This is an optimization exercise on Yosys and OpenROAD, whose aim is small area and a short achievable clock period, not a production implementation.
The RTL was checked by simulation tests, not by an equivalence proof against the original design.
No activity file was given, so power comes from the tool's default toggle rates.

==> run a <==
## DSP
module DSP(A, B, C, D, clk, rst_n, P);
input  [17:0] A, B, D;
input  [47:0] C;
input clk, rst_n;
output reg [47:0] P;
reg  [17:0] s1, s2, s3, a1;
reg  [4:0] ah;
reg  [30:0] y0;
reg  [30:0] y1;
reg  [30:0] y2;
reg  [47:0] z0;
reg  [47:0] z1;
reg  [9:0] zl;
wire pp1;
wire pp2;
wire pp3;
wire pp4;
wire pp5;
wire pp6;
wire pp7;
wire pp8;
wire pp9;
wire pp10;
wire pp11;
wire pp12;
wire pp13;
wire pp14;
wire pp15;
wire pp16;
wire pp17;
wire pp18;
wire pp19;
wire pp20;
wire pp21;
wire pp22;
wire pp23;
wire pp24;
wire pp25;
wire pp26;
wire pp27;
wire pp28;
wire pp29;
wire pp30;
wire pp31;
wire pp32;
wire pp33;
wire pp34;
wire pp35;
wire pp36;
wire pp37;
wire pp38;
wire pp39;
wire pp40;
wire pp41;
wire pp42;
wire pp43;
wire pp44;
wire pp45;
wire pp46;
wire pp47;
wire pp48;
wire pp49;
wire pp50;
wire pp51;
wire pp52;
wire pp53;
wire pp54;
wire pp55;
wire pp56;
wire pp57;
wire pp58;
wire pp59;
wire pp60;
wire pp61;
wire pp62;
wire pp63;
wire pp64;
wire pp65;
wire pp66;
wire pp67;
wire pp68;
wire pp69;
wire pp70;
wire pp71;
wire pp72;
wire pp73;
wire pp74;
wire pp75;
wire pp76;
wire pp77;
wire pp78;
wire pp79;
wire pp80;
wire pp81;
wire pp82;
wire pp83;
wire pp84;
wire pp85;
wire pp86;
wire pp87;
wire pp88;
wire pp89;
wire pp90;
wire pp91;
wire pp92;
wire pp93;
wire pp94;
wire pp95;
wire pp96;
wire pp97;
wire pp98;
wire pp99;
wire pp100;
wire pp101;
wire pp102;
wire pp103;
wire pp104;
wire pp105;
wire pp106;
wire pp107;
wire pp108;
wire pp109;
wire pp110;
wire pp111;
wire pp112;
wire pp113;
wire pp114;
wire pp115;
wire pp116;
wire pp117;
wire pp118;
wire pp119;
wire pp120;
wire pp121;
wire pp122;
wire pp123;
wire pp124;
wire pp125;
wire pp126;
wire pp127;
wire pp128;
wire pp129;
wire pp130;
wire pp131;
wire pp132;
wire pp133;
  ...
==> flow/config.mk <==
export PLATFORM = sky130hd
export DESIGN_NAME = DSP
export DESIGN_NICKNAME = DSP
export VERILOG_FILES = /design/flow/design.v
export SDC_FILE = /design/flow/constraint.sdc
export NUM_CORES = 4
export LEC_CHECK = 0
export CAP_MARGIN = 20
export CORE_MARGIN = 2
export CORE_UTILIZATION = 40
export CTS_BUF_LIST = sky130_fd_sc_hd__clkbuf_16
export CTS_CLUSTER_DIAMETER = 200
export CTS_CLUSTER_SIZE = 30
export PLACE_DENSITY = 0.8
export SETUP_SLACK_MARGIN = 4.0
export SLEW_MARGIN = 20
export SYNTH_HIERARCHICAL = 1
==> flow/constraint.sdc <==
create_clock -name core_clock -period 7.0 [get_ports {clk}]
set_input_delay 1.4000 -clock core_clock [delete_from_list [all_inputs] [get_ports {clk}]]
set_output_delay 1.4000 -clock core_clock [all_outputs]
set_load 0.01 [all_outputs]
standard.sh (not shown) runs the stock make flow with config.mk's settings and CLKGATE_MAP_FILE= SYNTH_SCRIPT=/design/flow/synth_recipe.tcl, a recipe that flattens the netlist after the stock synthesis.
==> flow/flow/run.sh <==
#!/bin/bash
# The standard layout, with two changes to how it is made:
#  - the port buffers are plain sky130 buf_1 cells (the default pick is a slow delay cell),
#  - timing repair may swap cells across footprints (so it can resize those buffers).
set -euo pipefail
bash standard.sh "BUFFER_PORTS_ARGS=-buffer_cell sky130_fd_sc_hd__buf_1" MATCH_CELL_FOOTPRINT=0 finish > standard.log 2>&1
==> inputs of run b, as changes to run a <==
--- a/flow/config.mk
+++ b/flow/config.mk
@@ -8,10 +8,9 @@
 export CAP_MARGIN = 20
 export CORE_MARGIN = 2
 export CORE_UTILIZATION = 40
 export CTS_BUF_LIST = sky130_fd_sc_hd__clkbuf_16
 export CTS_CLUSTER_DIAMETER = 200
-export CTS_CLUSTER_SIZE = 30
-export PLACE_DENSITY = 0.8
+export CTS_CLUSTER_SIZE = 24
 export SETUP_SLACK_MARGIN = 4.0
 export SLEW_MARGIN = 20
 export SYNTH_HIERARCHICAL = 1
==> inputs of run c, as changes to run a <==
--- a/flow/design.v
+++ b/flow/design.v
@@ -8,11 +8,10 @@
 reg  [30:0] y0;
 reg  [30:0] y1;
 reg  [30:0] y2;
 reg  [47:0] z0;
 reg  [47:0] z1;
-reg  [9:0] zl;
 wire pp1;
 wire pp2;
 wire pp3;
 wire pp4;
 wire pp5;
@@ -1585,11 +1584,10 @@
     y0 <= 0;
     y1 <= 0;
     y2 <= 0;
     z0 <= 0;
     z1 <= 0;
-    zl <= 0;
   end else begin
     y0[0] <= pp1;
     y0[1] <= pp19;
     y0[2] <= pp20;
     y0[3] <= pp4;
@@ -1672,10 +1670,19 @@
     y2[24] <= yfc390;
     y2[25] <= yfs392;
     y2[26] <= yfc392;
     y2[27] <= yfc393;
     y2[28] <= yfc394;
+    z0[0] <= y0[0];
+    z0[1] <= zhs597;
+    z0[2] <= zhc597;
+    z0[3] <= zfc598;
+    z0[4] <= zfc599;
+    z0[5] <= zfc600;
+    z0[6] <= zfc601;
+    z0[7] <= zfc602;
+    z0[8] <= zfc603;
     z0[9] <= zfc604;
     z0[10] <= zfc605;
     z0[11] <= zfc606;
     z0[12] <= zfc607;
     z0[13] <= zfc608;
@@ -1711,10 +1718,19 @@
     z0[43] <= C[43];
     z0[44] <= C[44];
     z0[45] <= C[45];
     z0[46] <= C[46];
     z0[47] <= C[47];
+    z1[0] <= C[0];
+    z1[1] <= C[1];
+    z1[2] <= zfs598;
+    z1[3] <= zfs599;
+    z1[4] <= zfs600;
+    z1[5] <= zfs601;
+    z1[6] <= zfs602;
+    z1[7] <= zfs603;
+    z1[8] <= zfs604;
     z1[9] <= zfs605;
     z1[10] <= zfs606;
     z1[11] <= zfs607;
     z1[12] <= zfs608;
     z1[13] <= zfs609;
@@ -1738,38 +1754,19 @@
     z1[31] <= zfc626;
     z1[32] <= zfs628;
     z1[33] <= zfc628;
     z1[34] <= zfc629;
     z1[35] <= zfc630;
-    zl <= {1'b0, {zfc603, zfc602, zfc601, zfc600, zfc599, zfc598, zhc597, zhs597, y0[0]}} + {1'b0, {zfs604, zfs603, zfs602, zfs601, zfs600, zfs599, zfs598, C[1], C[0]}};
-    P <= {z0[47:9] + z1[47:9] + zl[9], zl[8:0]};
+    P <= z0 + z1;
     y0[30] <= 1'b0;
     y1[0] <= 1'b0;
     y1[29] <= 1'b0;
     y1[30] <= 1'b0;
     y2[0] <= 1'b0;
     y2[1] <= 1'b0;
     y2[29] <= 1'b0;
     y2[30] <= 1'b0;
-    z0[0] <= 1'b0;
-    z0[1] <= 1'b0;
-    z0[2] <= 1'b0;
-    z0[3] <= 1'b0;
-    z0[4] <= 1'b0;
-    z0[5] <= 1'b0;
-    z0[6] <= 1'b0;
-    z0[7] <= 1'b0;
-    z0[8] <= 1'b0;
-    z1[0] <= 1'b0;
-    z1[1] <= 1'b0;
-    z1[2] <= 1'b0;
-    z1[3] <= 1'b0;
-    z1[4] <= 1'b0;
-    z1[5] <= 1'b0;
-    z1[6] <= 1'b0;
-    z1[7] <= 1'b0;
-    z1[8] <= 1'b0;
     z1[36] <= 1'b0;
     z1[37] <= 1'b0;
     z1[38] <= 1'b0;
     z1[39] <= 1'b0;
     z1[40] <= 1'b0;
--- a/flow/config.mk
+++ b/flow/config.mk
@@ -9,9 +9,8 @@
 export CORE_MARGIN = 2
 export CORE_UTILIZATION = 40
 export CTS_BUF_LIST = sky130_fd_sc_hd__clkbuf_16
 export CTS_CLUSTER_DIAMETER = 200
 export CTS_CLUSTER_SIZE = 30
-export PLACE_DENSITY = 0.8
 export SETUP_SLACK_MARGIN = 4.0
 export SLEW_MARGIN = 20
 export SYNTH_HIERARCHICAL = 1
==> inputs of run d, as changes to run a <==
--- a/flow/design.v
+++ b/flow/design.v
@@ -8,11 +8,11 @@
 reg  [30:0] y0;
 reg  [30:0] y1;
 reg  [30:0] y2;
 reg  [47:0] z0;
 reg  [47:0] z1;
-reg  [9:0] zl;
+reg  [13:0] zl;
 wire pp1;
 wire pp2;
 wire pp3;
 wire pp4;
 wire pp5;
@@ -1672,14 +1672,10 @@
     y2[24] <= yfc390;
     y2[25] <= yfs392;
     y2[26] <= yfc392;
     y2[27] <= yfc393;
     y2[28] <= yfc394;
-    z0[9] <= zfc604;
-    z0[10] <= zfc605;
-    z0[11] <= zfc606;
-    z0[12] <= zfc607;
     z0[13] <= zfc608;
     z0[14] <= zfc609;
     z0[15] <= zfc610;
     z0[16] <= zfc611;
     z0[17] <= zfc612;
@@ -1711,14 +1707,10 @@
     z0[43] <= C[43];
     z0[44] <= C[44];
     z0[45] <= C[45];
     z0[46] <= C[46];
     z0[47] <= C[47];
-    z1[9] <= zfs605;
-    z1[10] <= zfs606;
-    z1[11] <= zfs607;
-    z1[12] <= zfs608;
     z1[13] <= zfs609;
     z1[14] <= zfs610;
     z1[15] <= zfs611;
     z1[16] <= zfs612;
     z1[17] <= zfs613;
@@ -1738,12 +1730,12 @@
     z1[31] <= zfc626;
     z1[32] <= zfs628;
     z1[33] <= zfc628;
     z1[34] <= zfc629;
     z1[35] <= zfc630;
-    zl <= {1'b0, {zfc603, zfc602, zfc601, zfc600, zfc599, zfc598, zhc597, zhs597, y0[0]}} + {1'b0, {zfs604, zfs603, zfs602, zfs601, zfs600, zfs599, zfs598, C[1], C[0]}};
-    P <= {z0[47:9] + z1[47:9] + zl[9], zl[8:0]};
+    zl <= {1'b0, {zfc607, zfc606, zfc605, zfc604, zfc603, zfc602, zfc601, zfc600, zfc599, zfc598, zhc597, zhs597, y0[0]}} + {1'b0, {zfs608, zfs607, zfs606, zfs605, zfs604, zfs603, zfs602, zfs601, zfs600, zfs599, zfs598, C[1], C[0]}};
+    P <= {z0[47:13] + z1[47:13] + zl[13], zl[12:0]};
     y0[30] <= 1'b0;
     y1[0] <= 1'b0;
     y1[29] <= 1'b0;
     y1[30] <= 1'b0;
     y2[0] <= 1'b0;
@@ -1757,19 +1749,27 @@
     z0[4] <= 1'b0;
     z0[5] <= 1'b0;
     z0[6] <= 1'b0;
     z0[7] <= 1'b0;
     z0[8] <= 1'b0;
+    z0[9] <= 1'b0;
+    z0[10] <= 1'b0;
+    z0[11] <= 1'b0;
+    z0[12] <= 1'b0;
     z1[0] <= 1'b0;
     z1[1] <= 1'b0;
     z1[2] <= 1'b0;
     z1[3] <= 1'b0;
     z1[4] <= 1'b0;
     z1[5] <= 1'b0;
     z1[6] <= 1'b0;
     z1[7] <= 1'b0;
     z1[8] <= 1'b0;
+    z1[9] <= 1'b0;
+    z1[10] <= 1'b0;
+    z1[11] <= 1'b0;
+    z1[12] <= 1'b0;
     z1[36] <= 1'b0;
     z1[37] <= 1'b0;
     z1[38] <= 1'b0;
     z1[39] <= 1'b0;
     z1[40] <= 1'b0;
--- a/flow/config.mk
+++ b/flow/config.mk
@@ -8,10 +8,9 @@
 export CAP_MARGIN = 20
 export CORE_MARGIN = 2
 export CORE_UTILIZATION = 40
 export CTS_BUF_LIST = sky130_fd_sc_hd__clkbuf_16
 export CTS_CLUSTER_DIAMETER = 200
-export CTS_CLUSTER_SIZE = 30
-export PLACE_DENSITY = 0.8
+export CTS_CLUSTER_SIZE = 24
 export SETUP_SLACK_MARGIN = 4.0
 export SLEW_MARGIN = 20
 export SYNTH_HIERARCHICAL = 1
==> run notes <==
- Clock network power: 907 uW
- Worst Clk Skew: 0.0148 ns
- Reg2reg setup slack: 4.05 ns
- Register Area: 6920 sq um
- Dpl hpwl: 27.8 mm
- Non-clk bufs: 156
- Met3 GRT Util: 0.0173
- Outcome: no timing/DRC/antenna violations
- Top post-synthesis cells by area: dfrtp_1 (35%), fa_1 (33%), and2_1 (12%), ha_1 (5.1%), dfxtp_1 (4.0%)
- Final hold slack: 0.336 ns
- Non-Filler Instances: 2061
- Asr flop ratio synth: 0.872
- Sequential power: 2.68 mW
- Most used cell, CP: o211ai_1
Source of the figures above: run d

==> run notes <==
- Reg2reg setup slack: 4.07 ns
- Non-Filler Instances: 2092
- Dpl hpwl: 29.2 mm
- Register Area: 7020 sq um
- Asr flop ratio synth: 0.874
- Rel. slew slack: 0.495
- Worst Clk Skew: 0.0248 ns
- Sequential power: 2.73 mW
- Met3 Routed Length: 1.51 mm
- FMAX: 0.341 GHz
- Non-clk bufs: 155
- Post-synthesis cell count: 1362
- Top post-synthesis cells by area: dfrtp_1 (35%), fa_1 (32%), and2_1 (11%), ha_1 (5.0%), dfxtp_1 (4.0%)
- Met3 GRT Util: 0.0188
- Outcome: no timing/DRC/antenna violations
- Most used cell, CP: fa_1
- Via density: 4.89
- Simple-gate share of the synthesized area: 0.144
Source of the figures above: run b

==> run notes <==
- Outcome: no timing/DRC/antenna violations
- Dpl hpwl: 29.4 mm
- Clock network power: 866 uW
- Register Area: 7020 sq um
- Non-clk bufs: 154
- Met3 Routed Length: 1.87 mm
- Worst Clk Skew: 0.0319 ns
- Final hold slack: 0.321 ns
- Clk pwr share: 0.099
- Reg2reg setup slack: 4.05 ns
- Most used cell, CP: fa_1
- Sequential power: 2.72 mW
- Asr flop ratio synth: 0.874
- Non-Filler Instances: 2088
Source of the figures above: run a

==> run notes <==
- Top post-synthesis cells by area: dfrtp_1 (35%), fa_1 (31%), and2_1 (11%), ha_1 (5.0%), dfxtp_1 (3.9%)
- Asr flop ratio synth: 0.878
- Clock network power: 875 uW
- Register Area: 7220 sq um
- Reg2reg setup slack: 4.03 ns
- Outcome: no timing/DRC/antenna violations
- Worst Clk Skew: 0.0337 ns
- Non-clk bufs: 163
- Most used cell, CP: fa_1
- Non-Filler Instances: 2127
Source of the figures above: run c

==> re-timing with driven ports <==
No port has a modelled driver above. Below, the same layouts with a new extraction and two added sets of constraints. Step 1 sets driving cells, clkbuf_16 on the clock port and buf_2 on the other inputs (assumed; they add their load-dependent delay and slew). Step 2 moves the port delays by t, midway between the first and last clock arrival at a register: inputs arrive t later, outputs are due t later. That takes back most of the time a late clock gives input paths. Three values: ideal ports, drivers, drivers and shift; two values: the first two.
| run | shift t [ns] | setup WS [ns] | worst data-port slew with drivers (ns) |
|---|---|---|---|
| run a | 0.549 | 4.046 / 4.046 / 3.547 | 0.06 |
| run b | 0.566 | 4.068 / 4.068 / 3.556 | 0.07 |
| run c | 0.556 | 4.033 / 4.033 / 3.556 | 0.04 |
| run d | 0.540 | 4.050 / 4.055 / 3.536 | 0.07 |
After both steps setup and hold are still met in every run listed. For run d, which loses most, drivers alone change the setup slack by +0.005 ns; drivers and shift together by -0.514 ns.
